Source: an optimization exercise on an open RTL-to-GDS flow (aim: small area, a short achievable clock period and few clock cycles). Production flows keep margins and buffers that such runs may drop.
In this exercise RTL edits were held to simulation tests only and were not proved equivalent to the original.

Design std_sdiv_pipe, start of the top module:
module std_sdiv_pipe #(
    parameter WIDTH = 32
) (
    input                           reset,
    input                           clk,
    input                           go,
    input  logic signed [WIDTH-1:0] left,
    input  logic signed [WIDTH-1:0] right,
    output logic signed [WIDTH-1:0] out_quotient,
    output logic signed [WIDTH-1:0] out_remainder,
    output logic                    done
);
  function automatic [5:0] clz32(input [31:0] x);
    logic [15:0] v1; logic [15:0]      c1;
    logic [7:0]  v2; logic [7:0][1:0]  c2;
    logic [3:0]  v4; logic [3:0][2:0]  c4;
    logic [1:0]  v8; logic [1:0][3:0]  c8;
    logic        v16; logic [4:0]      c16;
    integer i;
    begin
      for (i = 0; i < 16; i = i + 1) begin
        v1[i] = x[2*i+1] | x[2*i];
        c1[i] = ~x[2*i+1];
      end
      for (i = 0; i < 8; i = i + 1) begin
        v2[i] = v1[2*i+1] | v1[2*i];
        c2[i] = v1[2*i+1] ? {1'b0, c1[2*i+1]} : {1'b1, c1[2*i]};
      end
      for (i = 0; i < 4; i = i + 1) begin
        v4[i] = v2[2*i+1] | v2[2*i];
        c4[i] = v2[2*i+1] ? {1'b0, c2[2*i+1]} : {1'b1, c2[2*i]};
      end
      for (i = 0; i < 2; i = i + 1) begin
        v8[i] = v4[2*i+1] | v4[2*i];
        c8[i] = v4[2*i+1] ? {1'b0, c4[2*i+1]} : {1'b1, c4[2*i]};
      end
      v16 = v8[1] | v8[0];
      c16 = v8[1] ? {1'b0, c8[1]} : {1'b1, c8[0]};
      clz32 = v16 ? {1'b0, c16} : 6'd32;
    end
  endfunction
  localparam logic [1:0] IDLE = 2'd0, ALIGN = 2'd1, ITER = 2'd2, FIX = 2'd3;
  logic [1:0]  phase;
  logic [31:0] P, D, Q;
  logic [4:0]  cnt;
  logic        last, cin;
  logic        s, ls;
  wire [31:0] abs_l = left[31] ? -left : left;
  wire [31:0] abs_r = right[31] ? -right : right;
  wire        l_nz = |left;
  wire        r_nz = |right;
  wire        sgn = left[31] ^ right[31];
  wire [5:0]  sh = clz32(D) - clz32(P);
  wire [31:0] diff;
  wire        ge;
  sdiv_sub32 u_sub (.a(P), .b(D), .cin(cin), .diff(diff), .ge(ge));
  wire        p_zero = (P == 32'd0);
  wire        skip = sh[5] | (s & ~ge);
  always_ff @(posedge clk) begin
    if (reset) begin
  ...
clock: 6.0 ns
lec_check: 0
abc_area: 1
cap_margin: 20
core_margin: 2
core_utilization: 65
place_density: 0.75
slew_margin: 20
run.sh (not shown) runs the stock make flow with config.mk's settings and CLKGATE_MAP_FILE= SYNTH_SCRIPT=/design/flow/synth_recipe.tcl, a recipe that flattens the netlist after the stock synthesis.
Testbench counts at the start, summed over its fixed seeds: cycles 12,688.
Next try:
CORE_UTILIZATION = 40   (was 65)
PLACE_DENSITY = 0.6   (was 0.75)
SETUP_SLACK_MARGIN = 2.0   (was not set)
The changed run finished with timing, DRC and antenna clean.
Routed wire length is higher by 8.7%.
Die area is higher by 61%.
Utilization is lower by 26 points.
Clock skew is higher by 8.0 ps.
Cell area is higher by about 5.6%.
Global-route usage is lower by 14 points.
Next try:
ABC_AREA = not set   (was 1)
SETUP_SLACK_MARGIN = not set   (was 2.0)
Clock-buffer cell count does not change.
Global-route usage is lower by 4.7 points.
Maximum frequency is lower by 32%.
Next try:
ABC_AREA = 1   (was not set)
SETUP_SLACK_MARGIN = 2.5   (was not set)
Worst setup slack improves by 2000 ps.
Routed wire length rose by 55%.
Cell area rises by 31%.
Synthesized area came out higher by 14%.

---

== try-willow ==
The RTL this note starts from:
==> flow/design.v <==
module sdiv_sub32 (
    input  logic [31:0] a,
    input  logic [31:0] b,
    input  logic        cin,
    output logic [31:0] diff,
    output logic        ge
);
  logic [32:0] g [0:6];
  logic [32:0] p [0:6];
  logic [31:0] x;
  assign x = a ^ ~b;
  assign g[0][0] = cin;
  assign p[0][0] = 1'b0;
  genvar i, l;
  generate
    for (i = 0; i < 32; i = i + 1) begin : gen_gp
      assign g[0][i+1] = a[i] & ~b[i];
      assign p[0][i+1] = x[i];
    end
    for (l = 0; l < 6; l = l + 1) begin : gen_lvl
      for (i = 0; i < 33; i = i + 1) begin : gen_node
        if (((i >> l) & 1) == 1) begin : gen_op
          localparam integer J = ((i >> l) << l) - 1;
          assign g[l+1][i] = g[l][i] | (p[l][i] & g[l][J]);
          assign p[l+1][i] = p[l][i] & p[l][J];
        end else begin : gen_pass
          assign g[l+1][i] = g[l][i];
          assign p[l+1][i] = p[l][i];
        end
      end
    end
    for (i = 0; i < 32; i = i + 1) begin : gen_sum
      assign diff[i] = x[i] ^ g[6][i];
    end
  endgenerate
  assign ge = g[6][32];
endmodule
module std_sdiv_pipe #(
    parameter WIDTH = 32
) (
    input                           reset,
    input                           clk,
    input                           go,
    input  logic signed [WIDTH-1:0] left,
    input  logic signed [WIDTH-1:0] right,
    output logic signed [WIDTH-1:0] out_quotient,
    output logic signed [WIDTH-1:0] out_remainder,
    output logic                    done
);
  function automatic [5:0] clz32(input [31:0] x);
    logic [15:0] v1; logic [15:0]      c1;
    logic [7:0]  v2; logic [7:0][1:0]  c2;
    logic [3:0]  v4; logic [3:0][2:0]  c4;
    logic [1:0]  v8; logic [1:0][3:0]  c8;
    logic        v16; logic [4:0]      c16;
    integer i;
    begin
      for (i = 0; i < 16; i = i + 1) begin
        v1[i] = x[2*i+1] | x[2*i];
        c1[i] = ~x[2*i+1];
      end
      for (i = 0; i < 8; i = i + 1) begin
        v2[i] = v1[2*i+1] | v1[2*i];
        c2[i] = v1[2*i+1] ? {1'b0, c1[2*i+1]} : {1'b1, c1[2*i]};
      end
      for (i = 0; i < 4; i = i + 1) begin
        v4[i] = v2[2*i+1] | v2[2*i];
        c4[i] = v2[2*i+1] ? {1'b0, c2[2*i+1]} : {1'b1, c2[2*i]};
      end
      for (i = 0; i < 2; i = i + 1) begin
        v8[i] = v4[2*i+1] | v4[2*i];
        c8[i] = v4[2*i+1] ? {1'b0, c4[2*i+1]} : {1'b1, c4[2*i]};
      end
      v16 = v8[1] | v8[0];
      c16 = v8[1] ? {1'b0, c8[1]} : {1'b1, c8[0]};
      clz32 = v16 ? {1'b0, c16} : 6'd32;
    end
  endfunction
  localparam logic [1:0] IDLE = 2'd0, ALIGN = 2'd1, ITER = 2'd2, FIX = 2'd3;
  logic [1:0]  phase;
  logic [31:0] P, D, Q;
  logic [4:0]  cnt;
  logic        last, cin;
  logic        s, ls;
  wire [31:0] abs_l = left[31] ? -left : left;
  wire [31:0] abs_r = right[31] ? -right : right;
  wire        l_nz = |left;
  wire        r_nz = |right;
  wire        sgn = left[31] ^ right[31];
  wire [5:0]  sh = clz32(D) - clz32(P);
  wire [31:0] diff;
  wire        ge;
  sdiv_sub32 u_sub (.a(P), .b(D), .cin(cin), .diff(diff), .ge(ge));
  wire        p_zero = (P == 32'd0);
  wire        skip = sh[5] | (s & ~ge);
  always_ff @(posedge clk) begin
    if (reset) begin
      phase <= IDLE;
      done <= 1'b0;
    end else begin
      done <= 1'b0;
      case (phase)
        IDLE: if (go) begin
          if (l_nz & r_nz) phase <= ALIGN;
          else done <= 1'b1;
        end
        ALIGN: if (!skip) phase <= ITER;
        else if (ls | s) phase <= FIX;
        else begin
          phase <= IDLE;
          done <= 1'b1;
        end
        ITER: if (last) begin
          if (ls | s) phase <= FIX;
          else begin
            phase <= IDLE;
            done <= 1'b1;
          end
        end
        FIX: begin
          phase <= IDLE;
          done <= 1'b1;
        end
      endcase
    end
  end
  always_ff @(posedge clk) begin
    case (phase)
      IDLE: if (go) begin
        P <= r_nz ? abs_l : left;
        D <= abs_r;
        Q <= (l_nz & ~r_nz) ? (sgn ? 32'd1 : 32'hffffffff) : 32'd0;
        s <= sgn;
        ls <= left[31];
        cin <= 1'b1;
      end
      ALIGN: begin
        if (!sh[5]) D <= D << sh[4:0];
        else if (!s) D <= 32'd0;
        if (s & ge) P <= diff;
        Q <= {32{s & ~skip}};
        cnt <= sh[4:0];
        last <= (sh[4:0] == 5'd0);
        cin <= ~(skip & ls);
      end
      ITER: begin
        if (ge) P <= diff;
        Q <= {Q[30:0], ge ^ s};
        if (!last) D <= {1'b0, D[31:1]};
        else if (!s) D <= 32'd0;
        cnt <= cnt - 5'd1;
        last <= (cnt == 5'd1);
        cin <= ~(last & ls);
      end
      FIX: begin
        P <= (s & p_zero) ? 32'd0 : (ls ? ~diff : diff);
      end
    endcase
  end
  assign out_quotient = Q;
  assign out_remainder = P;
endmodule
Settings: LEC_CHECK=0, ABC_AREA=1, CAP_MARGIN=20, CORE_MARGIN=2, CORE_UTILIZATION=40, PLACE_DENSITY=0.6, SETUP_SLACK_MARGIN=1.9, SLEW_MARGIN=20; clock period 6.0 ns.
standard.sh (not shown) runs the stock make flow with config.mk's settings and CLKGATE_MAP_FILE= SYNTH_SCRIPT=/design/flow/synth_recipe.tcl, a recipe that flattens the netlist after the stock synthesis.
==> flow/flow/run.sh <==
#!/bin/bash
# The standard layout, with the port buffers made of the platform's
# smallest buffer (sky130_fd_sc_hd__buf_1) instead of the cell buffer_ports
# picks by itself. Every port still gets its own buffer.
set -euo pipefail
export BUFFER_PORTS_ARGS="-buffer_cell sky130_fd_sc_hd__buf_1"
bash standard.sh > standard.log 2>&1
Testbench counts of try-willow, summed over its fixed seeds: cycles 12,688.
[inputs] try-sierra vs try-willow
- SETUP_SLACK_MARGIN changed from 1.9 to 2.1
### Flow results
try-sierra vs. try-willow: overall routing resource usage went up by 0.61 points.
Worst hold margin of try-sierra is on par with try-willow.
No stage failed in try-sierra, and the final checks on the layout all came back clean.
try-sierra vs try-willow — buffer count from post-CTS setup fixing rose 33.
Taking try-willow as the reference, in try-sierra wire length of the first global-routing pass increased by 1.7% relative to the old numbers; detailed-route via count increased by about 3% relative to the old numbers; final worst-path setup slack increased by 0.069 ns relative to the old numbers.
The inputs of try-onyx differ from those of try-sierra as listed below.
- removing SETUP_SLACK_MARGIN (formerly 2.1)
==> flow/run.sh (new file) <==
#!/bin/bash
# synth_recipe.tcl (not shown) runs the flow's synth.tcl, then flattens the netlist and writes it again
# the make line also repeats each setting of config.mk as NAME=value (left out here)
make -C /OpenROAD-flow-scripts/flow DESIGN_CONFIG=/design/flow/config.mk WORK_HOME=/design/flow/orfs CLKGATE_MAP_FILE= SYNTH_SCRIPT=/design/flow/synth_recipe.tcl finish
removed: flow/flow/run.sh
removed: flow/standard.sh
--- outcome ---
- try-onyx — total track usage 0.96 points lower, try-sierra as reference
- try-sierra → try-onyx: global-route met3 utilization moved down.
#### Input delta (try-nickel over try-onyx)
- SETUP_SLACK_MARGIN newly set to 2.0
==> flow/flow/run.sh (new file) <==
#!/bin/bash
# The standard layout, with the port buffers made of the platform's
# smallest buffer (sky130_fd_sc_hd__buf_1) instead of the cell buffer_ports
# picks by itself. Every port still gets its own buffer.
set -euo pipefail
export BUFFER_PORTS_ARGS="-buffer_cell sky130_fd_sc_hd__buf_1"
bash standard.sh > standard.log 2>&1
==> flow/standard.sh (new file) <==
#!/bin/bash
# synth_recipe.tcl (not shown) runs the flow's synth.tcl, then flattens the netlist and writes it again
# the make line also repeats each setting of config.mk as NAME=value (left out here)
make -C /OpenROAD-flow-scripts/flow DESIGN_CONFIG=/design/flow/config.mk WORK_HOME=/design/flow/orfs CLKGATE_MAP_FILE= SYNTH_SCRIPT=/design/flow/synth_recipe.tcl "${@:-finish}"
removed: flow/run.sh
--- outcome ---
Compared with try-onyx, try-nickel shows a higher design area. Looking at cell depth of the worst setup path, try-nickel sits 4 above try-onyx. Changes observed in try-nickel relative to try-onyx: fraction of final layout cells sized beyond drive strength 1 saw an increase, via count increased by 463 relative to the old numbers.
What try-zinc does differently from try-nickel at the input level:
- SETUP_SLACK_MARGIN now 1.0, was 2.0
==> flow/run.sh (new file) <==
#!/bin/bash
# synth_recipe.tcl (not shown) runs the flow's synth.tcl, then flattens the netlist and writes it again
# the make line also repeats each setting of config.mk as NAME=value (left out here)
make -C /OpenROAD-flow-scripts/flow DESIGN_CONFIG=/design/flow/config.mk WORK_HOME=/design/flow/orfs CLKGATE_MAP_FILE= SYNTH_SCRIPT=/design/flow/synth_recipe.tcl finish
removed: flow/flow/run.sh
removed: flow/standard.sh
## What came out
There was hardly any difference in clock tree cell share of total cell area between try-nickel and try-zinc. Going from try-nickel to try-zinc, final area decreased by about 1.1% relative to the old numbers. From try-zinc to try-nickel, top-level I/O count did not move at all. The run with more setup slack is try-nickel; try-zinc has less. Fraction of area in registers: try-zinc vs try-nickel up 0.25 points. try-nickel and try-zinc ended up with roughly the same clock latency reported for the late side of the worst-skew pair. Compared with try-nickel, the detailed router inserted fewer vias in try-zinc. Across both runs, part of the cycle the worst path needs was higher for try-zinc than for try-nickel. Going from try-nickel to try-zinc, half-perimeter wire length after placement grows by about 1.4%. try-zinc reports a lower non-clock buffer count than try-nickel does.

## afterwards: timing with drivers on the ports
The flow's constraints put no driver on any port. The routed layouts listed below were extracted and timed again, unchanged, in two steps. Step 1 sets driving cells, clkbuf_16 on the clock port and buf_2 on the other inputs (assumed; they add their load-dependent delay and slew). Step 2 also shifts input and output timing later by t, the mid clock arrival at the registers, as if the neighbouring blocks saw the same clock. a / b / c = ideal / step 1 / step 2; a / b = the first two.
run | shift t [ns] | setup slack, ns | slew at the worst register clock pin (ns)
the first run of note 1 | 0.418 | 1.319 / 1.319 / 1.319 | 0.09 / 0.09
the second run of note 1 | 0.414 | 2.189 / 2.189 / 1.950 | 0.10 / 0.10
the third run of note 1 | 0.411 | 0.396 / 0.396 / 0.396 | 0.09 / 0.09
the fourth run of note 1 | 0.429 | 2.371 / 2.371 / 2.127 | 0.11 / 0.11
try-willow | 0.430 | 2.046 / 2.046 / 2.046 | 0.10 / 0.10
try-sierra | 0.423 | 2.116 / 2.116 / 2.116 | 0.10 / 0.10
try-onyx | 0.421 | 1.676 / 1.676 / 1.676 | 0.10 / 0.10
try-nickel | 0.428 | 2.121 / 2.121 / 2.121 | 0.10 / 0.10
try-zinc | 0.421 | 1.676 / 1.676 / 1.676 | 0.10 / 0.10
After both steps every run listed still meets setup and hold. For the fourth run of note 1, which loses most, drivers alone change the setup slack by 0.000 ns; drivers and shift together by -0.244 ns.
